This design comes from an exercise in tuning for small area, a short achievable clock period and few clock cycles per item on the open sky130 flow, not from production work. No run shown here included a check of the RTL's function; only the layout flow was run. Power and IR drop assume default switching activity.

**flow/config.mk**
```make
export PLATFORM = sky130hd
export DESIGN_NAME = systolic_array_controller
export DESIGN_NICKNAME = systolic_array_controller
export VERILOG_FILES = /design/flow/design.v
export SDC_FILE = /design/flow/constraint.sdc
export NUM_CORES = 4
export LEC_CHECK = 0
export CAP_MARGIN = 20
export CORE_MARGIN = 2
export CORE_UTILIZATION = 65
export CTS_BUF_LIST = sky130_fd_sc_hd__clkbuf_8
export SLEW_MARGIN = 20
export SYNTH_HIERARCHICAL = 1
export SYNTH_MINIMUM_KEEP_SIZE = 0
```
**flow/constraint.sdc**
```tcl
create_clock -name core_clock -period 5.0 [get_ports {clk}]
set_input_delay 1.0000 -clock core_clock [delete_from_list [all_inputs] [get_ports {clk}]]
set_output_delay 1.0000 -clock core_clock [all_outputs]
set_load 0.01 [all_outputs]
```
**flow/design.v**
```verilog
`timescale 1ns / 1ps
module fa3 (input a, b, c, output s, co);
assign s  = a ^ b ^ c;
assign co = (a & b) | (a & c) | (b & c);
endmodule
module ha2 (input a, b, output s, co);
assign s  = a ^ b;
assign co = a & b;
endmodule
module xn2 (input a, b, output y);
assign y = ~(a ^ b);
endmodule
`timescale 1ns / 1ps
`timescale 1ns / 1ps
`timescale 1ns / 1ps
module systolic_array_controller (
	input clk,
	input rst_n,
	input [3:0] a11, a12, a21, a22,
	input [3:0] b11, b12, b21, b22,
	input in_valid,
	output logic [8:0] c11, c12, c21, c22,
	output logic out_valid
);
logic v_q;
always_ff @(posedge clk or negedge rst_n) begin
	if (~rst_n) {out_valid, v_q} <= 2'b00;
	else        {out_valid, v_q} <= {v_q, in_valid};
end
wire [17:0] c11_m; logic [17:0] c11_q;
assign c11_m[0] = ~(a11[0] & b11[0]);
assign c11_m[1] = ~(a12[0] & b21[0]);
assign c11_m[2] = ~(a12[1] & b21[0]);
wire c11_k0, c11_s1, c11_k1, c11_s2, c11_k2, c11_s4, c11_k4, c11_s5, c11_k5, c11_s8, c11_k8, c11_k9, c11_k11;
fa3 c11_u0 (.a(~(a11[0] & b11[1])), .b(~(a11[1] & b11[0])), .c(~(a12[0] & b21[1])), .s(c11_m[3]), .co(c11_k0));
fa3 c11_u1 (.a(~(a11[0] & b11[2])), .b(~(a11[1] & b11[1])), .c(~(a11[2] & b11[0])), .s(c11_s1), .co(c11_k1));
fa3 c11_u2 (.a(~(a12[0] & b21[2])), .b(~(a12[1] & b21[1])), .c(~(a12[2] & b21[0])), .s(c11_s2), .co(c11_k2));
fa3 c11_u3 (.a(c11_k0), .b(c11_s1), .c(c11_s2), .s(c11_m[4]), .co(c11_m[5]));
fa3 c11_u4 (.a(~(a11[0] & b11[3])), .b(~(a11[1] & b11[2])), .c(~(a11[2] & b11[1])), .s(c11_s4), .co(c11_k4));
fa3 c11_u5 (.a(~(a11[3] & b11[0])), .b(~(a12[0] & b21[3])), .c(~(a12[1] & b21[2])), .s(c11_s5), .co(c11_k5));
fa3 c11_u6 (.a(~(a12[2] & b21[1])), .b(~(a12[3] & b21[0])), .c(c11_k1), .s(c11_m[6]), .co(c11_m[9]));
fa3 c11_u7 (.a(c11_k2), .b(c11_s4), .c(c11_s5), .s(c11_m[7]), .co(c11_m[10]));
fa3 c11_u8 (.a(~(a11[1] & b11[3])), .b(~(a11[2] & b11[2])), .c(~(a11[3] & b11[1])), .s(c11_s8), .co(c11_k8));
fa3 c11_u9 (.a(~(a12[1] & b21[3])), .b(~(a12[2] & b21[2])), .c(~(a12[3] & b21[1])), .s(c11_m[8]), .co(c11_k9));
fa3 c11_u10 (.a(c11_k4), .b(c11_k5), .c(c11_s8), .s(c11_m[11]), .co(c11_m[13]));
fa3 c11_u11 (.a(~(a11[2] & b11[3])), .b(~(a11[3] & b11[2])), .c(~(a12[2] & b21[3])), .s(c11_m[12]), .co(c11_k11));
fa3 c11_u12 (.a(~(a12[3] & b21[2])), .b(c11_k8), .c(c11_k9), .s(c11_m[14]), .co(c11_m[15]));
fa3 c11_u13 (.a(~(a11[3] & b11[3])), .b(~(a12[3] & b21[3])), .c(c11_k11), .s(c11_m[16]), .co(c11_m[17]));
wire c11_2s0, c11_2k0, c11_2s1, c11_2k1, c11_2s2, c11_2k2, c11_2s3, c11_2k3, c11_2s4, c11_2k4, c11_2s5, c11_2k5;
fa3 c11_2u0 (.a(c11_q[8]), .b(c11_q[9]), .c(c11_q[10]), .s(c11_2s0), .co(c11_2k0));
fa3 c11_2u1 (.a(c11_q[12]), .b(c11_q[13]), .c(c11_q[14]), .s(c11_2s1), .co(c11_2k1));
fa3 c11_2u2 (.a(c11_q[5]), .b(c11_q[6]), .c(c11_q[7]), .s(c11_2s2), .co(c11_2k2));
fa3 c11_2u3 (.a(1'b1), .b(c11_q[11]), .c(c11_2s0), .s(c11_2s3), .co(c11_2k3));
fa3 c11_2u4 (.a(1'b1), .b(c11_2k0), .c(c11_2s1), .s(c11_2s4), .co(c11_2k4));
fa3 c11_2u5 (.a(c11_q[15]), .b(c11_q[16]), .c(c11_2k1), .s(c11_2s5), .co(c11_2k5));
wire [8:0] c11_d;
wire c11_ak0, c11_ap0, c11_ak1, c11_ap1, c11_ak4, c11_ap4, c11_ak5, c11_ap5, c11_ak6, c11_ap6, c11_ak7, c11_ap7, c11_aK0_1, c11_aP0_1, c11_aK0_3, c11_aP0_3, c11_aK0_5, c11_aP0_5, c11_aK0_7, c11_aP0_7, c11_aK0_9, c11_aP0_9, c11_aK1_2, c11_aP1_2, c11_aK1_3, c11_aP1_3, c11_aK1_6, c11_aP1_6, c11_aK1_7, c11_aP1_7, c11_aK2_4, c11_aP2_4, c11_aK2_5, c11_aP2_5, c11_aK2_6, c11_aP2_6, c11_aK2_7, c11_aP2_7, c11_aK3_8, c11_aP3_8, c11_aK3_9, c11_aP3_9;
ha2 c11_ah0 (.a(c11_q[0]), .b(c11_q[1]), .s(c11_ap0), .co(c11_ak0));
ha2 c11_ah1 (.a(c11_q[2]), .b(c11_q[3]), .s(c11_ap1), .co(c11_ak1));
ha2 c11_ah4 (.a(c11_2s3), .b(c11_2k2), .s(c11_ap4), .co(c11_ak4));
ha2 c11_ah5 (.a(c11_2s4), .b(c11_2k3), .s(c11_ap5), .co(c11_ak5));
ha2 c11_ah6 (.a(c11_2s5), .b(c11_2k4), .s(c11_ap6), .co(c11_ak6));
ha2 c11_ah7 (.a(c11_q[17]), .b(c11_2k5), .s(c11_ap7), .co(c11_ak7));
assign c11_aK0_1 = c11_ak0 | (c11_ap0 & 1'b1);
assign c11_aP0_1 = c11_ap0 & 1'b0;
assign c11_aK0_3 = c11_q[4] | (~c11_q[4] & c11_ak1);
assign c11_aP0_3 = ~c11_q[4] & c11_ap1;
assign c11_aK0_5 = c11_ak4 | (c11_ap4 & c11_2s2);
assign c11_aP0_5 = c11_ap4 & ~c11_2s2;
assign c11_aK0_7 = c11_ak6 | (c11_ap6 & c11_ak5);
assign c11_aP0_7 = c11_ap6 & c11_ap5;
assign c11_aK0_9 = 1'b1 | (1'b0 & c11_ak7);
assign c11_aP0_9 = 1'b0 & c11_ap7;
assign c11_aK1_2 = c11_ak1 | (c11_ap1 & c11_aK0_1);
assign c11_aP1_2 = c11_ap1 & c11_aP0_1;
assign c11_aK1_3 = c11_aK0_3 | (c11_aP0_3 & c11_aK0_1);
assign c11_aP1_3 = c11_aP0_3 & c11_aP0_1;
assign c11_aK1_6 = c11_ak5 | (c11_ap5 & c11_aK0_5);
assign c11_aP1_6 = c11_ap5 & c11_aP0_5;
assign c11_aK1_7 = c11_aK0_7 | (c11_aP0_7 & c11_aK0_5);
assign c11_aP1_7 = c11_aP0_7 & c11_aP0_5;
assign c11_aK2_4 = c11_2s2 | (~c11_2s2 & c11_aK1_3);
assign c11_aP2_4 = ~c11_2s2 & c11_aP1_3;
assign c11_aK2_5 = c11_aK0_5 | (c11_aP0_5 & c11_aK1_3);
assign c11_aP2_5 = c11_aP0_5 & c11_aP1_3;
assign c11_aK2_6 = c11_aK1_6 | (c11_aP1_6 & c11_aK1_3);
assign c11_aP2_6 = c11_aP1_6 & c11_aP1_3;
assign c11_aK2_7 = c11_aK1_7 | (c11_aP1_7 & c11_aK1_3);
assign c11_aP2_7 = c11_aP1_7 & c11_aP1_3;
assign c11_aK3_8 = c11_ak7 | (c11_ap7 & c11_aK2_7);
assign c11_aP3_8 = c11_ap7 & c11_aP2_7;
assign c11_aK3_9 = c11_aK0_9 | (c11_aP0_9 & c11_aK2_7);
assign c11_aP3_9 = c11_aP0_9 & c11_aP2_7;
assign c11_d[0] = ~(c11_ap0 ^ 1'b1);
assign c11_d[1] = ~(c11_ap1 ^ c11_aK0_1);
assign c11_d[2] = ~(~c11_q[4] ^ c11_aK1_2);
assign c11_d[3] = ~(~c11_2s2 ^ c11_aK1_3);
assign c11_d[4] = ~(c11_ap4 ^ c11_aK2_4);
assign c11_d[5] = ~(c11_ap5 ^ c11_aK2_5);
assign c11_d[6] = ~(c11_ap6 ^ c11_aK2_6);
assign c11_d[7] = ~(c11_ap7 ^ c11_aK2_7);
assign c11_d[8] = ~(1'b0 ^ c11_aK3_8);
wire [17:0] c12_m; logic [17:0] c12_q;
assign c12_m[0] = ~(a11[0] & b12[0]);
assign c12_m[1] = ~(a12[0] & b22[0]);
assign c12_m[2] = ~(a12[1] & b22[0]);
wire c12_k0, c12_s1, c12_k1, c12_s2, c12_k2, c12_s4, c12_k4, c12_s5, c12_k5, c12_s8, c12_k8, c12_k9, c12_k11;
fa3 c12_u0 (.a(~(a11[0] & b12[1])), .b(~(a11[1] & b12[0])), .c(~(a12[0] & b22[1])), .s(c12_m[3]), .co(c12_k0));
fa3 c12_u1 (.a(~(a11[0] & b12[2])), .b(~(a11[1] & b12[1])), .c(~(a11[2] & b12[0])), .s(c12_s1), .co(c12_k1));
fa3 c12_u2 (.a(~(a12[0] & b22[2])), .b(~(a12[1] & b22[1])), .c(~(a12[2] & b22[0])), .s(c12_s2), .co(c12_k2));
fa3 c12_u3 (.a(c12_k0), .b(c12_s1), .c(c12_s2), .s(c12_m[4]), .co(c12_m[5]));
fa3 c12_u4 (.a(~(a11[0] & b12[3])), .b(~(a11[1] & b12[2])), .c(~(a11[2] & b12[1])), .s(c12_s4), .co(c12_k4));
fa3 c12_u5 (.a(~(a11[3] & b12[0])), .b(~(a12[0] & b22[3])), .c(~(a12[1] & b22[2])), .s(c12_s5), .co(c12_k5));
fa3 c12_u6 (.a(~(a12[2] & b22[1])), .b(~(a12[3] & b22[0])), .c(c12_k1), .s(c12_m[6]), .co(c12_m[9]));
fa3 c12_u7 (.a(c12_k2), .b(c12_s4), .c(c12_s5), .s(c12_m[7]), .co(c12_m[10]));
fa3 c12_u8 (.a(~(a11[1] & b12[3])), .b(~(a11[2] & b12[2])), .c(~(a11[3] & b12[1])), .s(c12_s8), .co(c12_k8));
fa3 c12_u9 (.a(~(a12[1] & b22[3])), .b(~(a12[2] & b22[2])), .c(~(a12[3] & b22[1])), .s(c12_m[8]), .co(c12_k9));
fa3 c12_u10 (.a(c12_k4), .b(c12_k5), .c(c12_s8), .s(c12_m[11]), .co(c12_m[13]));
fa3 c12_u11 (.a(~(a11[2] & b12[3])), .b(~(a11[3] & b12[2])), .c(~(a12[2] & b22[3])), .s(c12_m[12]), .co(c12_k11));
fa3 c12_u12 (.a(~(a12[3] & b22[2])), .b(c12_k8), .c(c12_k9), .s(c12_m[14]), .co(c12_m[15]));
fa3 c12_u13 (.a(~(a11[3] & b12[3])), .b(~(a12[3] & b22[3])), .c(c12_k11), .s(c12_m[16]), .co(c12_m[17]));
wire c12_2s0, c12_2k0, c12_2s1, c12_2k1, c12_2s2, c12_2k2, c12_2s3, c12_2k3, c12_2s4, c12_2k4, c12_2s5, c12_2k5;
fa3 c12_2u0 (.a(c12_q[8]), .b(c12_q[9]), .c(c12_q[10]), .s(c12_2s0), .co(c12_2k0));
fa3 c12_2u1 (.a(c12_q[12]), .b(c12_q[13]), .c(c12_q[14]), .s(c12_2s1), .co(c12_2k1));
fa3 c12_2u2 (.a(c12_q[5]), .b(c12_q[6]), .c(c12_q[7]), .s(c12_2s2), .co(c12_2k2));
fa3 c12_2u3 (.a(1'b1), .b(c12_q[11]), .c(c12_2s0), .s(c12_2s3), .co(c12_2k3));
fa3 c12_2u4 (.a(1'b1), .b(c12_2k0), .c(c12_2s1), .s(c12_2s4), .co(c12_2k4));
fa3 c12_2u5 (.a(c12_q[15]), .b(c12_q[16]), .c(c12_2k1), .s(c12_2s5), .co(c12_2k5));
wire [8:0] c12_d;
wire c12_ak0, c12_ap0, c12_ak1, c12_ap1, c12_ak4, c12_ap4, c12_ak5, c12_ap5, c12_ak6, c12_ap6, c12_ak7, c12_ap7, c12_aK0_1, c12_aP0_1, c12_aK0_3, c12_aP0_3, c12_aK0_5, c12_aP0_5, c12_aK0_7, c12_aP0_7, c12_aK0_9, c12_aP0_9, c12_aK1_2, c12_aP1_2, c12_aK1_3, c12_aP1_3, c12_aK1_6, c12_aP1_6, c12_aK1_7, c12_aP1_7, c12_aK2_4, c12_aP2_4, c12_aK2_5, c12_aP2_5, c12_aK2_6, c12_aP2_6, c12_aK2_7, c12_aP2_7, c12_aK3_8, c12_aP3_8, c12_aK3_9, c12_aP3_9;
ha2 c12_ah0 (.a(c12_q[0]), .b(c12_q[1]), .s(c12_ap0), .co(c12_ak0));
ha2 c12_ah1 (.a(c12_q[2]), .b(c12_q[3]), .s(c12_ap1), .co(c12_ak1));
ha2 c12_ah4 (.a(c12_2s3), .b(c12_2k2), .s(c12_ap4), .co(c12_ak4));
ha2 c12_ah5 (.a(c12_2s4), .b(c12_2k3), .s(c12_ap5), .co(c12_ak5));
ha2 c12_ah6 (.a(c12_2s5), .b(c12_2k4), .s(c12_ap6), .co(c12_ak6));
ha2 c12_ah7 (.a(c12_q[17]), .b(c12_2k5), .s(c12_ap7), .co(c12_ak7));
assign c12_aK0_1 = c12_ak0 | (c12_ap0 & 1'b1);
assign c12_aP0_1 = c12_ap0 & 1'b0;
assign c12_aK0_3 = c12_q[4] | (~c12_q[4] & c12_ak1);
assign c12_aP0_3 = ~c12_q[4] & c12_ap1;
assign c12_aK0_5 = c12_ak4 | (c12_ap4 & c12_2s2);
assign c12_aP0_5 = c12_ap4 & ~c12_2s2;
assign c12_aK0_7 = c12_ak6 | (c12_ap6 & c12_ak5);
assign c12_aP0_7 = c12_ap6 & c12_ap5;
assign c12_aK0_9 = 1'b1 | (1'b0 & c12_ak7);
assign c12_aP0_9 = 1'b0 & c12_ap7;
assign c12_aK1_2 = c12_ak1 | (c12_ap1 & c12_aK0_1);
assign c12_aP1_2 = c12_ap1 & c12_aP0_1;
assign c12_aK1_3 = c12_aK0_3 | (c12_aP0_3 & c12_aK0_1);
assign c12_aP1_3 = c12_aP0_3 & c12_aP0_1;
assign c12_aK1_6 = c12_ak5 | (c12_ap5 & c12_aK0_5);
assign c12_aP1_6 = c12_ap5 & c12_aP0_5;
assign c12_aK1_7 = c12_aK0_7 | (c12_aP0_7 & c12_aK0_5);
assign c12_aP1_7 = c12_aP0_7 & c12_aP0_5;
assign c12_aK2_4 = c12_2s2 | (~c12_2s2 & c12_aK1_3);
assign c12_aP2_4 = ~c12_2s2 & c12_aP1_3;
assign c12_aK2_5 = c12_aK0_5 | (c12_aP0_5 & c12_aK1_3);
assign c12_aP2_5 = c12_aP0_5 & c12_aP1_3;
assign c12_aK2_6 = c12_aK1_6 | (c12_aP1_6 & c12_aK1_3);
assign c12_aP2_6 = c12_aP1_6 & c12_aP1_3;
assign c12_aK2_7 = c12_aK1_7 | (c12_aP1_7 & c12_aK1_3);
assign c12_aP2_7 = c12_aP1_7 & c12_aP1_3;
assign c12_aK3_8 = c12_ak7 | (c12_ap7 & c12_aK2_7);
assign c12_aP3_8 = c12_ap7 & c12_aP2_7;
assign c12_aK3_9 = c12_aK0_9 | (c12_aP0_9 & c12_aK2_7);
assign c12_aP3_9 = c12_aP0_9 & c12_aP2_7;
assign c12_d[0] = ~(c12_ap0 ^ 1'b1);
assign c12_d[1] = ~(c12_ap1 ^ c12_aK0_1);
assign c12_d[2] = ~(~c12_q[4] ^ c12_aK1_2);
assign c12_d[3] = ~(~c12_2s2 ^ c12_aK1_3);
assign c12_d[4] = ~(c12_ap4 ^ c12_aK2_4);
assign c12_d[5] = ~(c12_ap5 ^ c12_aK2_5);
assign c12_d[6] = ~(c12_ap6 ^ c12_aK2_6);
assign c12_d[7] = ~(c12_ap7 ^ c12_aK2_7);
assign c12_d[8] = ~(1'b0 ^ c12_aK3_8);
wire [17:0] c21_m; logic [17:0] c21_q;
assign c21_m[0] = ~(a21[0] & b11[0]);
assign c21_m[1] = ~(a22[0] & b21[0]);
assign c21_m[2] = ~(a22[1] & b21[0]);
wire c21_k0, c21_s1, c21_k1, c21_s2, c21_k2, c21_s4, c21_k4, c21_s5, c21_k5, c21_s8, c21_k8, c21_k9, c21_k11;
fa3 c21_u0 (.a(~(a21[0] & b11[1])), .b(~(a21[1] & b11[0])), .c(~(a22[0] & b21[1])), .s(c21_m[3]), .co(c21_k0));
fa3 c21_u1 (.a(~(a21[0] & b11[2])), .b(~(a21[1] & b11[1])), .c(~(a21[2] & b11[0])), .s(c21_s1), .co(c21_k1));
fa3 c21_u2 (.a(~(a22[0] & b21[2])), .b(~(a22[1] & b21[1])), .c(~(a22[2] & b21[0])), .s(c21_s2), .co(c21_k2));
fa3 c21_u3 (.a(c21_k0), .b(c21_s1), .c(c21_s2), .s(c21_m[4]), .co(c21_m[5]));
fa3 c21_u4 (.a(~(a21[0] & b11[3])), .b(~(a21[1] & b11[2])), .c(~(a21[2] & b11[1])), .s(c21_s4), .co(c21_k4));
fa3 c21_u5 (.a(~(a21[3] & b11[0])), .b(~(a22[0] & b21[3])), .c(~(a22[1] & b21[2])), .s(c21_s5), .co(c21_k5));
fa3 c21_u6 (.a(~(a22[2] & b21[1])), .b(~(a22[3] & b21[0])), .c(c21_k1), .s(c21_m[6]), .co(c21_m[9]));
fa3 c21_u7 (.a(c21_k2), .b(c21_s4), .c(c21_s5), .s(c21_m[7]), .co(c21_m[10]));
fa3 c21_u8 (.a(~(a21[1] & b11[3])), .b(~(a21[2] & b11[2])), .c(~(a21[3] & b11[1])), .s(c21_s8), .co(c21_k8));
fa3 c21_u9 (.a(~(a22[1] & b21[3])), .b(~(a22[2] & b21[2])), .c(~(a22[3] & b21[1])), .s(c21_m[8]), .co(c21_k9));
fa3 c21_u10 (.a(c21_k4), .b(c21_k5), .c(c21_s8), .s(c21_m[11]), .co(c21_m[13]));
fa3 c21_u11 (.a(~(a21[2] & b11[3])), .b(~(a21[3] & b11[2])), .c(~(a22[2] & b21[3])), .s(c21_m[12]), .co(c21_k11));
fa3 c21_u12 (.a(~(a22[3] & b21[2])), .b(c21_k8), .c(c21_k9), .s(c21_m[14]), .co(c21_m[15]));
fa3 c21_u13 (.a(~(a21[3] & b11[3])), .b(~(a22[3] & b21[3])), .c(c21_k11), .s(c21_m[16]), .co(c21_m[17]));
wire c21_2s0, c21_2k0, c21_2s1, c21_2k1, c21_2s2, c21_2k2, c21_2s3, c21_2k3, c21_2s4, c21_2k4, c21_2s5, c21_2k5;
fa3 c21_2u0 (.a(c21_q[8]), .b(c21_q[9]), .c(c21_q[10]), .s(c21_2s0), .co(c21_2k0));
fa3 c21_2u1 (.a(c21_q[12]), .b(c21_q[13]), .c(c21_q[14]), .s(c21_2s1), .co(c21_2k1));
fa3 c21_2u2 (.a(c21_q[5]), .b(c21_q[6]), .c(c21_q[7]), .s(c21_2s2), .co(c21_2k2));
fa3 c21_2u3 (.a(1'b1), .b(c21_q[11]), .c(c21_2s0), .s(c21_2s3), .co(c21_2k3));
fa3 c21_2u4 (.a(1'b1), .b(c21_2k0), .c(c21_2s1), .s(c21_2s4), .co(c21_2k4));
fa3 c21_2u5 (.a(c21_q[15]), .b(c21_q[16]), .c(c21_2k1), .s(c21_2s5), .co(c21_2k5));
wire [8:0] c21_d;
wire c21_ak0, c21_ap0, c21_ak1, c21_ap1, c21_ak4, c21_ap4, c21_ak5, c21_ap5, c21_ak6, c21_ap6, c21_ak7, c21_ap7, c21_aK0_1, c21_aP0_1, c21_aK0_3, c21_aP0_3, c21_aK0_5, c21_aP0_5, c21_aK0_7, c21_aP0_7, c21_aK0_9, c21_aP0_9, c21_aK1_2, c21_aP1_2, c21_aK1_3, c21_aP1_3, c21_aK1_6, c21_aP1_6, c21_aK1_7, c21_aP1_7, c21_aK2_4, c21_aP2_4, c21_aK2_5, c21_aP2_5, c21_aK2_6, c21_aP2_6, c21_aK2_7, c21_aP2_7, c21_aK3_8, c21_aP3_8, c21_aK3_9, c21_aP3_9;
ha2 c21_ah0 (.a(c21_q[0]), .b(c21_q[1]), .s(c21_ap0), .co(c21_ak0));
ha2 c21_ah1 (.a(c21_q[2]), .b(c21_q[3]), .s(c21_ap1), .co(c21_ak1));
ha2 c21_ah4 (.a(c21_2s3), .b(c21_2k2), .s(c21_ap4), .co(c21_ak4));
ha2 c21_ah5 (.a(c21_2s4), .b(c21_2k3), .s(c21_ap5), .co(c21_ak5));
ha2 c21_ah6 (.a(c21_2s5), .b(c21_2k4), .s(c21_ap6), .co(c21_ak6));
ha2 c21_ah7 (.a(c21_q[17]), .b(c21_2k5), .s(c21_ap7), .co(c21_ak7));
assign c21_aK0_1 = c21_ak0 | (c21_ap0 & 1'b1);
assign c21_aP0_1 = c21_ap0 & 1'b0;
assign c21_aK0_3 = c21_q[4] | (~c21_q[4] & c21_ak1);
assign c21_aP0_3 = ~c21_q[4] & c21_ap1;
assign c21_aK0_5 = c21_ak4 | (c21_ap4 & c21_2s2);
assign c21_aP0_5 = c21_ap4 & ~c21_2s2;
assign c21_aK0_7 = c21_ak6 | (c21_ap6 & c21_ak5);
assign c21_aP0_7 = c21_ap6 & c21_ap5;
assign c21_aK0_9 = 1'b1 | (1'b0 & c21_ak7);
assign c21_aP0_9 = 1'b0 & c21_ap7;
assign c21_aK1_2 = c21_ak1 | (c21_ap1 & c21_aK0_1);
assign c21_aP1_2 = c21_ap1 & c21_aP0_1;
assign c21_aK1_3 = c21_aK0_3 | (c21_aP0_3 & c21_aK0_1);
assign c21_aP1_3 = c21_aP0_3 & c21_aP0_1;
assign c21_aK1_6 = c21_ak5 | (c21_ap5 & c21_aK0_5);
assign c21_aP1_6 = c21_ap5 & c21_aP0_5;
assign c21_aK1_7 = c21_aK0_7 | (c21_aP0_7 & c21_aK0_5);
assign c21_aP1_7 = c21_aP0_7 & c21_aP0_5;
assign c21_aK2_4 = c21_2s2 | (~c21_2s2 & c21_aK1_3);
assign c21_aP2_4 = ~c21_2s2 & c21_aP1_3;
assign c21_aK2_5 = c21_aK0_5 | (c21_aP0_5 & c21_aK1_3);
assign c21_aP2_5 = c21_aP0_5 & c21_aP1_3;
assign c21_aK2_6 = c21_aK1_6 | (c21_aP1_6 & c21_aK1_3);
assign c21_aP2_6 = c21_aP1_6 & c21_aP1_3;
assign c21_aK2_7 = c21_aK1_7 | (c21_aP1_7 & c21_aK1_3);
assign c21_aP2_7 = c21_aP1_7 & c21_aP1_3;
assign c21_aK3_8 = c21_ak7 | (c21_ap7 & c21_aK2_7);
assign c21_aP3_8 = c21_ap7 & c21_aP2_7;
assign c21_aK3_9 = c21_aK0_9 | (c21_aP0_9 & c21_aK2_7);
assign c21_aP3_9 = c21_aP0_9 & c21_aP2_7;
assign c21_d[0] = ~(c21_ap0 ^ 1'b1);
assign c21_d[1] = ~(c21_ap1 ^ c21_aK0_1);
assign c21_d[2] = ~(~c21_q[4] ^ c21_aK1_2);
assign c21_d[3] = ~(~c21_2s2 ^ c21_aK1_3);
assign c21_d[4] = ~(c21_ap4 ^ c21_aK2_4);
assign c21_d[5] = ~(c21_ap5 ^ c21_aK2_5);
assign c21_d[6] = ~(c21_ap6 ^ c21_aK2_6);
assign c21_d[7] = ~(c21_ap7 ^ c21_aK2_7);
assign c21_d[8] = ~(1'b0 ^ c21_aK3_8);
wire [17:0] c22_m; logic [17:0] c22_q;
assign c22_m[0] = ~(a21[0] & b12[0]);
assign c22_m[1] = ~(a22[0] & b22[0]);
assign c22_m[2] = ~(a22[1] & b22[0]);
wire c22_k0, c22_s1, c22_k1, c22_s2, c22_k2, c22_s4, c22_k4, c22_s5, c22_k5, c22_s8, c22_k8, c22_k9, c22_k11;
fa3 c22_u0 (.a(~(a21[0] & b12[1])), .b(~(a21[1] & b12[0])), .c(~(a22[0] & b22[1])), .s(c22_m[3]), .co(c22_k0));
fa3 c22_u1 (.a(~(a21[0] & b12[2])), .b(~(a21[1] & b12[1])), .c(~(a21[2] & b12[0])), .s(c22_s1), .co(c22_k1));
fa3 c22_u2 (.a(~(a22[0] & b22[2])), .b(~(a22[1] & b22[1])), .c(~(a22[2] & b22[0])), .s(c22_s2), .co(c22_k2));
fa3 c22_u3 (.a(c22_k0), .b(c22_s1), .c(c22_s2), .s(c22_m[4]), .co(c22_m[5]));
fa3 c22_u4 (.a(~(a21[0] & b12[3])), .b(~(a21[1] & b12[2])), .c(~(a21[2] & b12[1])), .s(c22_s4), .co(c22_k4));
fa3 c22_u5 (.a(~(a21[3] & b12[0])), .b(~(a22[0] & b22[3])), .c(~(a22[1] & b22[2])), .s(c22_s5), .co(c22_k5));
fa3 c22_u6 (.a(~(a22[2] & b22[1])), .b(~(a22[3] & b22[0])), .c(c22_k1), .s(c22_m[6]), .co(c22_m[9]));
fa3 c22_u7 (.a(c22_k2), .b(c22_s4), .c(c22_s5), .s(c22_m[7]), .co(c22_m[10]));
fa3 c22_u8 (.a(~(a21[1] & b12[3])), .b(~(a21[2] & b12[2])), .c(~(a21[3] & b12[1])), .s(c22_s8), .co(c22_k8));
fa3 c22_u9 (.a(~(a22[1] & b22[3])), .b(~(a22[2] & b22[2])), .c(~(a22[3] & b22[1])), .s(c22_m[8]), .co(c22_k9));
fa3 c22_u10 (.a(c22_k4), .b(c22_k5), .c(c22_s8), .s(c22_m[11]), .co(c22_m[13]));
fa3 c22_u11 (.a(~(a21[2] & b12[3])), .b(~(a21[3] & b12[2])), .c(~(a22[2] & b22[3])), .s(c22_m[12]), .co(c22_k11));
fa3 c22_u12 (.a(~(a22[3] & b22[2])), .b(c22_k8), .c(c22_k9), .s(c22_m[14]), .co(c22_m[15]));
fa3 c22_u13 (.a(~(a21[3] & b12[3])), .b(~(a22[3] & b22[3])), .c(c22_k11), .s(c22_m[16]), .co(c22_m[17]));
wire c22_2s0, c22_2k0, c22_2s1, c22_2k1, c22_2s2, c22_2k2, c22_2s3, c22_2k3, c22_2s4, c22_2k4, c22_2s5, c22_2k5;
fa3 c22_2u0 (.a(c22_q[8]), .b(c22_q[9]), .c(c22_q[10]), .s(c22_2s0), .co(c22_2k0));
fa3 c22_2u1 (.a(c22_q[12]), .b(c22_q[13]), .c(c22_q[14]), .s(c22_2s1), .co(c22_2k1));
fa3 c22_2u2 (.a(c22_q[5]), .b(c22_q[6]), .c(c22_q[7]), .s(c22_2s2), .co(c22_2k2));
fa3 c22_2u3 (.a(1'b1), .b(c22_q[11]), .c(c22_2s0), .s(c22_2s3), .co(c22_2k3));
fa3 c22_2u4 (.a(1'b1), .b(c22_2k0), .c(c22_2s1), .s(c22_2s4), .co(c22_2k4));
fa3 c22_2u5 (.a(c22_q[15]), .b(c22_q[16]), .c(c22_2k1), .s(c22_2s5), .co(c22_2k5));
wire [8:0] c22_d;
wire c22_ak0, c22_ap0, c22_ak1, c22_ap1, c22_ak4, c22_ap4, c22_ak5, c22_ap5, c22_ak6, c22_ap6, c22_ak7, c22_ap7, c22_aK0_1, c22_aP0_1, c22_aK0_3, c22_aP0_3, c22_aK0_5, c22_aP0_5, c22_aK0_7, c22_aP0_7, c22_aK0_9, c22_aP0_9, c22_aK1_2, c22_aP1_2, c22_aK1_3, c22_aP1_3, c22_aK1_6, c22_aP1_6, c22_aK1_7, c22_aP1_7, c22_aK2_4, c22_aP2_4, c22_aK2_5, c22_aP2_5, c22_aK2_6, c22_aP2_6, c22_aK2_7, c22_aP2_7, c22_aK3_8, c22_aP3_8, c22_aK3_9, c22_aP3_9;
ha2 c22_ah0 (.a(c22_q[0]), .b(c22_q[1]), .s(c22_ap0), .co(c22_ak0));
ha2 c22_ah1 (.a(c22_q[2]), .b(c22_q[3]), .s(c22_ap1), .co(c22_ak1));
ha2 c22_ah4 (.a(c22_2s3), .b(c22_2k2), .s(c22_ap4), .co(c22_ak4));
ha2 c22_ah5 (.a(c22_2s4), .b(c22_2k3), .s(c22_ap5), .co(c22_ak5));
ha2 c22_ah6 (.a(c22_2s5), .b(c22_2k4), .s(c22_ap6), .co(c22_ak6));
ha2 c22_ah7 (.a(c22_q[17]), .b(c22_2k5), .s(c22_ap7), .co(c22_ak7));
assign c22_aK0_1 = c22_ak0 | (c22_ap0 & 1'b1);
assign c22_aP0_1 = c22_ap0 & 1'b0;
assign c22_aK0_3 = c22_q[4] | (~c22_q[4] & c22_ak1);
assign c22_aP0_3 = ~c22_q[4] & c22_ap1;
assign c22_aK0_5 = c22_ak4 | (c22_ap4 & c22_2s2);
assign c22_aP0_5 = c22_ap4 & ~c22_2s2;
assign c22_aK0_7 = c22_ak6 | (c22_ap6 & c22_ak5);
assign c22_aP0_7 = c22_ap6 & c22_ap5;
assign c22_aK0_9 = 1'b1 | (1'b0 & c22_ak7);
assign c22_aP0_9 = 1'b0 & c22_ap7;
assign c22_aK1_2 = c22_ak1 | (c22_ap1 & c22_aK0_1);
assign c22_aP1_2 = c22_ap1 & c22_aP0_1;
assign c22_aK1_3 = c22_aK0_3 | (c22_aP0_3 & c22_aK0_1);
assign c22_aP1_3 = c22_aP0_3 & c22_aP0_1;
assign c22_aK1_6 = c22_ak5 | (c22_ap5 & c22_aK0_5);
assign c22_aP1_6 = c22_ap5 & c22_aP0_5;
assign c22_aK1_7 = c22_aK0_7 | (c22_aP0_7 & c22_aK0_5);
assign c22_aP1_7 = c22_aP0_7 & c22_aP0_5;
assign c22_aK2_4 = c22_2s2 | (~c22_2s2 & c22_aK1_3);
assign c22_aP2_4 = ~c22_2s2 & c22_aP1_3;
assign c22_aK2_5 = c22_aK0_5 | (c22_aP0_5 & c22_aK1_3);
assign c22_aP2_5 = c22_aP0_5 & c22_aP1_3;
assign c22_aK2_6 = c22_aK1_6 | (c22_aP1_6 & c22_aK1_3);
assign c22_aP2_6 = c22_aP1_6 & c22_aP1_3;
assign c22_aK2_7 = c22_aK1_7 | (c22_aP1_7 & c22_aK1_3);
assign c22_aP2_7 = c22_aP1_7 & c22_aP1_3;
assign c22_aK3_8 = c22_ak7 | (c22_ap7 & c22_aK2_7);
assign c22_aP3_8 = c22_ap7 & c22_aP2_7;
assign c22_aK3_9 = c22_aK0_9 | (c22_aP0_9 & c22_aK2_7);
assign c22_aP3_9 = c22_aP0_9 & c22_aP2_7;
assign c22_d[0] = ~(c22_ap0 ^ 1'b1);
assign c22_d[1] = ~(c22_ap1 ^ c22_aK0_1);
assign c22_d[2] = ~(~c22_q[4] ^ c22_aK1_2);
assign c22_d[3] = ~(~c22_2s2 ^ c22_aK1_3);
assign c22_d[4] = ~(c22_ap4 ^ c22_aK2_4);
assign c22_d[5] = ~(c22_ap5 ^ c22_aK2_5);
assign c22_d[6] = ~(c22_ap6 ^ c22_aK2_6);
assign c22_d[7] = ~(c22_ap7 ^ c22_aK2_7);
assign c22_d[8] = ~(1'b0 ^ c22_aK3_8);
always_ff @(posedge clk) begin
	c11_q <= c11_m;
	c11 <= c11_d;
	c12_q <= c12_m;
	c12 <= c12_d;
	c21_q <= c21_m;
	c21 <= c21_d;
	c22_q <= c22_m;
	c22 <= c22_d;
end
endmodule
```
**flow/flow/run.sh**
```bash
#!/bin/bash
# Own layout flow: the standard layout (standard.sh), with the port buffers
# made from sky130_fd_sc_hd__buf_1 instead of the resizer's default choice.
# make's full output (yosys, openroad, ...) goes to make_finish.log here; ORFS
# keeps each step's own log under orfs/logs/.
set -euo pipefail
export BUFFER_PORTS_ARGS="-buffer_cell sky130_fd_sc_hd__buf_1"
bash standard.sh finish > make_finish.log 2>&1
```
**flow/standard.sh**
```bash
#!/bin/bash
# synth_recipe.tcl (not shown) runs the flow's synth.tcl, then flattens the netlist and writes it again
# the make line also repeats each setting of config.mk as NAME=value (left out here)
make -C /OpenROAD-flow-scripts/flow DESIGN_CONFIG=/design/flow/config.mk WORK_HOME=/design/flow/orfs CLKGATE_MAP_FILE= SYNTH_SCRIPT=/design/flow/synth_recipe.tcl "${@:-finish}"
```
==> results of run 1 <==
[cells in the mapped netlist]
master     number  share of area [%]
xor2_1          4               0.64
xnor2_1         8                1.3
nor2_1         13               0.89
nor4_1          3               0.34
a31oi_1         1               0.11
o211ai_1        4               0.55
fa_1           80                 29
dfrtp_1         2               0.92
o2111ai_2       3               0.83
o21a_2          3               0.48
conb_1          1              0.069
clkbuf_1       32                2.2
nand2_1       133                9.2
nand3b_1        4               0.55
o21ai_1         1              0.092
o21ai_0         7               0.64
inv_1          11               0.76
a21boi_0        1               0.14
ha_1           35                8.0
a21o_1          4               0.55
a21oi_1         7               0.64
o21bai_1        1               0.14
nor3_1          4               0.37
and3_1          1               0.11
or3_1           3               0.34
nand3_1         1              0.092
dfxtp_1       108                 40
or2_2           9                1.0
[registers in the layout, summed over array words and instances, names as in the netlist]
| name | cells |
|---|---|
| v_q | 1 |
| c22 | 9 |
| c12 | 9 |
| c11_q | 18 |
| out_valid | 1 |
| c11 | 9 |
| c12_q | 18 |
| c21_q | 18 |
| c22_q | 18 |
| c21 | 9 |
[path summary, 6_finish.rpt]
check / slack [ns] / end / depth (start not counted)
min reg2reg: 0.39 / out_valid / 0
max in group asynchronous: 4.45 / out_valid / 1
min in group asynchronous: 0.41 / v_q / 1
max: 2.52 / c11[7] / 8
max reg2reg: 2.52 / c11[7] / 8
min: 0.39 / out_valid / 0
[layout make-up]
| class | count | area, µm² |
|---|---|---|
| multi-input combinational | 338 | 3110 |
| sequential | 110 | 2210 |
| fill | 590 | 2190 |
| timing repair buffer | 71 | 267 |
| clock buffer | 10 | 138 |
| tap | 105 | 131 |
| clock inverter | 6 | 92.6 |
| inverter | 11 | 41.3 |
[routing by layer]
| metal | vias up | wire length (µm) | GRT usage [%] |
|---|---|---|---|
| li1 | 1616 | - | - |
| met1 | 1706 | 4020 | 31.0 |
| met2 | 104 | 5090 | 43.1 |
| met3 | 13 | 583 | 4.74 |
| met4 | 0 | 175 | 8.57 |
| met5 | - | 0 | 0 |
[stage by stage]
| step | cells | power [mW] | hold WS, ns | setup slack, ns |
|---|---|---|---|---|
| floorplan | 491 | 2.06 | 0.331 | 2.59 |
| global placement | 635 | 2.30 | 0.342 | 2.42 |
| detailed placement | 635 | 2.36 | 0.365 | 2.37 |
| CTS | 651 | 2.96 | 0.390 | 2.52 |
| global route | 651 | 3.19 | 0.399 | 2.40 |
| finish | 651 | 2.92 | 0.385 | 2.52 |
[placed cells by master (no fill, tap or decap), drive strengths merged]
cell,count
nand3,1
or2,9
o2111ai,3
a21boi,1
a31oi,1
and3,1
a21oi,7
nand2,133
nand3b,4
ha,35
fa,80
dfxtp,108
o21bai,1
o211ai,4
or3,3
buf,71
nor4,3
bufinv,2
clkinvlp,1
inv,13
xnor2,8
clkbuf,10
o21a,3
xor2,4
dfrtp,2
clkinv,1
nor3,4
o21ai,8
conb,8
a21o,4
nor2,13
[report_power, final]
group	total [mW]	internal, mW	switching [mW]	leakage [nW]
combinational	1.13	0.511	0.614	1.34
clock	0.603	0.300	0.303	0.115
sequential	1.19	1.11	0.0828	0.929
total	2.92	1.92	1.00	2.38
[worst register-to-register path, delay by kind of cell (launching register included)]
kind | cells | cell delay [ns]
buffers and inverters | 1 | 0.03
AO/OA/AOI/OAI | 1 | 0.16
AND/OR/NAND/NOR | 2 | 0.27
adder cells (fa/ha/maj) | 4 | 1.61
flip-flops | 1 | 0.33
[logic make-up after synthesis]
family                   share of synthesized area, %
buffers and inverters                            2.96
AND/OR/NAND/NOR                                  12.9
flip-flops                                       40.6
adder cells (fa/ha/maj)                          37.4
other                                          0.0688
AO/OA/AOI/OAI                                    4.18
XOR/XNOR                                         1.93
[Yosys stat by module, one instance, submodules excluded]
module / cells inside / copies in the design
ha2: 1 / 24
systolic_array_controller: 380 / 1
fa3: 1 / 80
==> metrics.yaml, run 1 <==
track_usage_pct: 24.8
holdCritStartpoint: "v_q"
setup_violations: 0
end_kind: "flop"
cts.sinks: 110
grt-ovfl-total: 0
hpwl_um: 7770
die_w_um: 95.6
clk_latency_ns: 0.36
grt_pass1_vias: 3728
fin_crit_sh_pct: 49.6
layout_min_cycle_time_ns: 2.48
critPathMaxFanout: 4
synth_area_um2: 5450
route.antenna.remaining_nets: 0
postSynthCellCount: 484
grt_pass1_wl_um: 17100
hp-class: "reg2reg"
ys_types: 28
grt_max_degree: 19
drive_above_1_share_pct: 5.68
yosys_warnings: 7
holdBufCountCts: 0
placed_cell_area_um2: 5760
drc: 0
path_cells: "fa_1 > fa_1 > ha_1 > and3_1 > a21oi_1 > nand3b_1 > ha_1 > inv_1"
drv_slew: 0
layout.nets: 691
crit_type: "reg2reg"
ys_seq_elements: 110
clock_skew_ns: 0.0101
post_drt_via_cell_ratio: 5.28
r2r_start: "c11_q[12]"
tns_ns: 0
post-route-util_pct: 73.2
power_density_nw_per_um2: 488
ios: 72
critPathLaunchType: "flop"
antenna_found_initial: 0
dr_total_vias: 3439
coreArea_um2: 8180
cap_violations: 0
post_cts_buffers: 0
cts_tree: "done"
fin_area_um2: 5990
place.gp.congestion: 0.867
rsz0062_at_grt: "no"
initial_utilization_pct: 66.7
cts-root-buf: "clkbuf_8"
die_y_um: 95.6
crit_arrival_ns: 2.75
cts_buffers: 9
dr.pass1.iters: 4
clockBufferDepth: 2
diodes: 0
dieArea_um2: 9140
htree_levels: 3
worst-path-buf-inv: 1
cellLeakagePower_nw: 2.38
cts_resized: 0
clock.fmax_mhz: 403
slowest_stage: "fa_1"
path_clk_slew_ns: 0.10
rows: 33
syn_to_final_growth_pct: 9.80
crit_start: "c11_q[12]"
crit_family: "adder cells"
syn_area_per_cell_um2: 11.3
crit_required_ns: 5.27
synth_seq_area_share_pct: 40.6
drt_first_iter_violations: 142
ir_worst_vdd_uv: 305
hold_viol_final: 0
drt-total-wl_um: 9870
routedWlPerCell_um: 15.2
cp_slowest_stage_delay_ns: 0.56
io_buffers: 71
outcome: "finished clean"
==> inputs of run 2 (changes only) <==
--- a/flow/config.mk
+++ b/flow/config.mk
@@ -9,6 +9,7 @@
 export CORE_MARGIN = 2
 export CORE_UTILIZATION = 65
 export CTS_BUF_LIST = sky130_fd_sc_hd__clkbuf_8
+export SETUP_SLACK_MARGIN = 2.8
 export SLEW_MARGIN = 20
 export SYNTH_HIERARCHICAL = 1
 export SYNTH_MINIMUM_KEEP_SIZE = 0
==> metrics.yaml, run 2 <==
outcome: "finished clean"
placed_cell_area_um2: 5960
fin_crit_sh_pct: 48.4
cpMostUsedCell: "fa_2"
grt_pass1_wl_um: 17800
final_common_cell: "nand2_1"
path_clk_slew_ns: 0.10
ys_types: 28
critPathMaxFanout: 4
crit_type: "reg2reg"
grt_max_degree: 19
synthMostInstantiatedCell: "nand2_1"
synth_area_um2: 5450
clock.fmax_mhz: 414
synth_seq_area_share_pct: 40.6
routedWlPerCell_um: 16.0
cts.sinks: 110
initial_utilization_pct: 66.7
grt_pass1_vias: 3786
power_density_nw_per_um2: 527
crit_arrival_ns: 2.69
dieArea_um2: 9140
antenna_found_initial: 0
dr_total_vias: 3596
postSynthCellCount: 484
syn_area_per_cell_um2: 11.3
drive_above_1_share_pct: 23.3
path_cells: "fa_2 > fa_2 > ha_4 > and3_4 > a21oi_4 > nand3b_1 > ha_1 > inv_1"
track_usage_pct: 26.4
hold_viol_final: 0
drv_slew: 0
slowest_stage: "fa_2"
rows: 33
coreArea_um2: 8180
clockBufferDepth: 2
yosysTopAreaCellShare_pct: 39.7
setup_violations: 0
drc: 0
layout.cells.non_filler: 663
diodes: 0
power_mw: 3.41
dr.pass1.iters: 6
fill_cells: 506
cp_slowest_stage_delay_ns: 0.60
drt-total-wl_um: 10600
tightest_slew_ns: 0.512
yosys.area.top_type: "dfxtp_1"
ios: 72
drt_first_iter_violations: 184
worst-path-buf-inv: 1
ys_seq_elements: 110
hpwl_um: 8340
ir_worst_vdd_uv: 380
post_drt_via_cell_ratio: 5.42
layout.nets: 703
cts_buffers: 9
placed_cells: 635
io_buffers: 71
end_kind: "flop"
grt-ovfl-total: 0
die_w_um: 95.6
layout_min_cycle_time_ns: 2.42
clk_latency_ns: 0.36
critPathLaunchType: "flop"
cts-root-buf: "clkbuf_8"
fin_area_um2: 6470
synth_edf_count: 0
cts_tree: "done"
hp-class: "reg2reg"
cap_violations: 0
tns_ns: 0
relSlewSlack_pct: 65.9
rsz0062_at_grt: "yes"
clock_skew_ns: 0.00749
crit_required_ns: 5.27
crit_family: "adder cells"
htree_levels: 3
syn_to_final_growth_pct: 18.7
place.gp.congestion: 0.900
holdBufCountCts: 0
yosys_warnings: 7
final_cell_mix: "112 x nand2_1, 97 x dfxtp_1, 73 x fa_1, 42 x buf_1, 24 x ha_1"
die_y_um: 95.6
async_flop_share_pct: 1.82
cellLeakagePower_nw: 2.58
synthTopCellsByCount: "133 x nand2_1, 108 x dfxtp_1, 80 x fa_1, 35 x ha_1, 32 x clkbuf_1"
route.antenna.remaining_nets: 0
synth_area_leaders: "dfxtp_1 40%, fa_1 29%, nand2_1 9.2%, ha_1 8.0%, clkbuf_1 2.2%"
yosys_most_used_dff: "dfxtp_1"
-- run 2: cell count changes in the layout (fill, tap and decap cells not counted), sizes merged --
cell    previous run  this run
clkinv             1         2
inv               13        12
bufinv             2         3
buf               71        67
clkbuf            10        25
-- run 2: path summary, 6_finish.rpt --
| check | startpoint | endpoint | slack (ns) | cells after the start |
|---|---|---|---|---|
| max | c11_q[14] | c11[7] | 2.58 | 8 |
| min | v_q | out_valid | 0.36 | 0 |
| max reg2reg | c11_q[14] | c11[7] | 2.58 | 8 |
| min reg2reg | v_q | out_valid | 0.36 | 0 |
| max in group asynchronous | rst_n | v_q | 4.45 | 1 |
| min in group asynchronous | rst_n | out_valid | 0.40 | 1 |
-- run 2: per-layer routing --
| layer | vias to the layer above | wire length, µm | GRT usage (%) | share of wire, % |
|---|---|---|---|---|
| met5 | - | 0 | 0 | 0 |
| li1 | 1649 | - | - | - |
| met1 | 1783 | 4150 | 34.0 | 39 |
| met3 | 15 | 843 | 5.69 | 8.0 |
| met2 | 149 | 5450 | 45.0 | 51 |
| met4 | 0 | 152 | 7.86 | 1.4 |
-- run 2: cell families after synthesis --
logic type,Yosys count,synth area share [%]
adders and majority gates,115,37.4
AOI/OAI and AO/OA,32,4.18
buffers and inverters,43,2.96
xor gates and xnor gates,12,1.93
and+or+nand+nor,171,12.9
DFF,110,40.6
other,1,0.0688
-- run 2: power by group --
part	internal (mW)	total (mW)	leakage (nW)	switching (mW)
logic	0.812	1.58	1.53	0.767
clock network	0.334	0.634	0.120	0.300
registers	1.11	1.20	0.927	0.0858
-- run 2: layout make-up --
class                   instances  area (µm²)  share of cell area [%]
repair buffers                 83         428                    6.61
flip-flops and latches        110        2230                    34.4
clock inverters                 7         120                    1.86
inverters                      11        41.3                   0.638
clock buffers                   9         124                    1.91
well taps                     105         131                    2.03
multi-input cells             338        3400                    52.6
-- run 2: through the flow --
stage | utilization [%] | setup slack, ns | hold slack [ns]
final | 79.2 | 2.58 | 0.364
after global routing | 79.2 | 2.51 | 0.373
after CTS | 78.0 | 2.63 | 0.372
after detailed placement | 72.9 | 2.26 | 0.357
after global placement | 72.9 | 2.33 | 0.340
after floorplan | - | 2.75 | 0.331
-- run 2: repair_timing --
action / in CTS / in global routing
endpoints found under the setup margin: 37 / 42
gates resized for setup: 30 / 34
buffers inserted: 12 / 0
pin swaps: 21 / 11
-- run 2: worst reg2reg max path, delay by kind of cell, from the launching register on --
kind	cells	cell delay [ns]
fa+ha+maj	4	1.57
flops	1	0.34
simple gates	2	0.27
buf+inv	1	0.03
compound gates	1	0.13
-- run 2: per-module statistics from Yosys (local to each module, per instance) --
| module | flops+latches | area [µm²] | cells inside |
|---|---|---|---|
| fa3 | 0 | 20.0 | 1 |
| ha2 | 0 | 12.5 | 1 |
| systolic_array_controller | 110 | 3550 | 380 |

-- port drivers added, routing unchanged --
The results above use ideal ports. As a check the final layouts listed here were re-extracted and re-timed, cells and wires unchanged. Step 1: set_driving_cell puts a clkbuf_16 on clk and a buf_2 on each other input, an assumption about the parent block. Step 2 times the ports against the registers' clock, not the clock port: input delays grow and output delays shrink by t, the midpoint of the rising clock arrivals with the driver on. Slacks: ideal ports / drivers / drivers and shift; pairs: ideal ports / drivers.
| run | t, ns | slack for setup (ns) | slew at the worst register clock pin (ns) |
|---|---|---|---|
| run 1 | 0.391 | 2.522 / 2.522 / 2.334 | 0.10 / 0.10 |
| run 2 | 0.396 | 2.582 / 2.582 / 2.413 | 0.10 / 0.10 |
After both steps setup and hold are still met in every run listed. For run 1, which loses most, drivers alone change the setup slack by 0.000 ns; drivers and shift together by -0.188 ns.
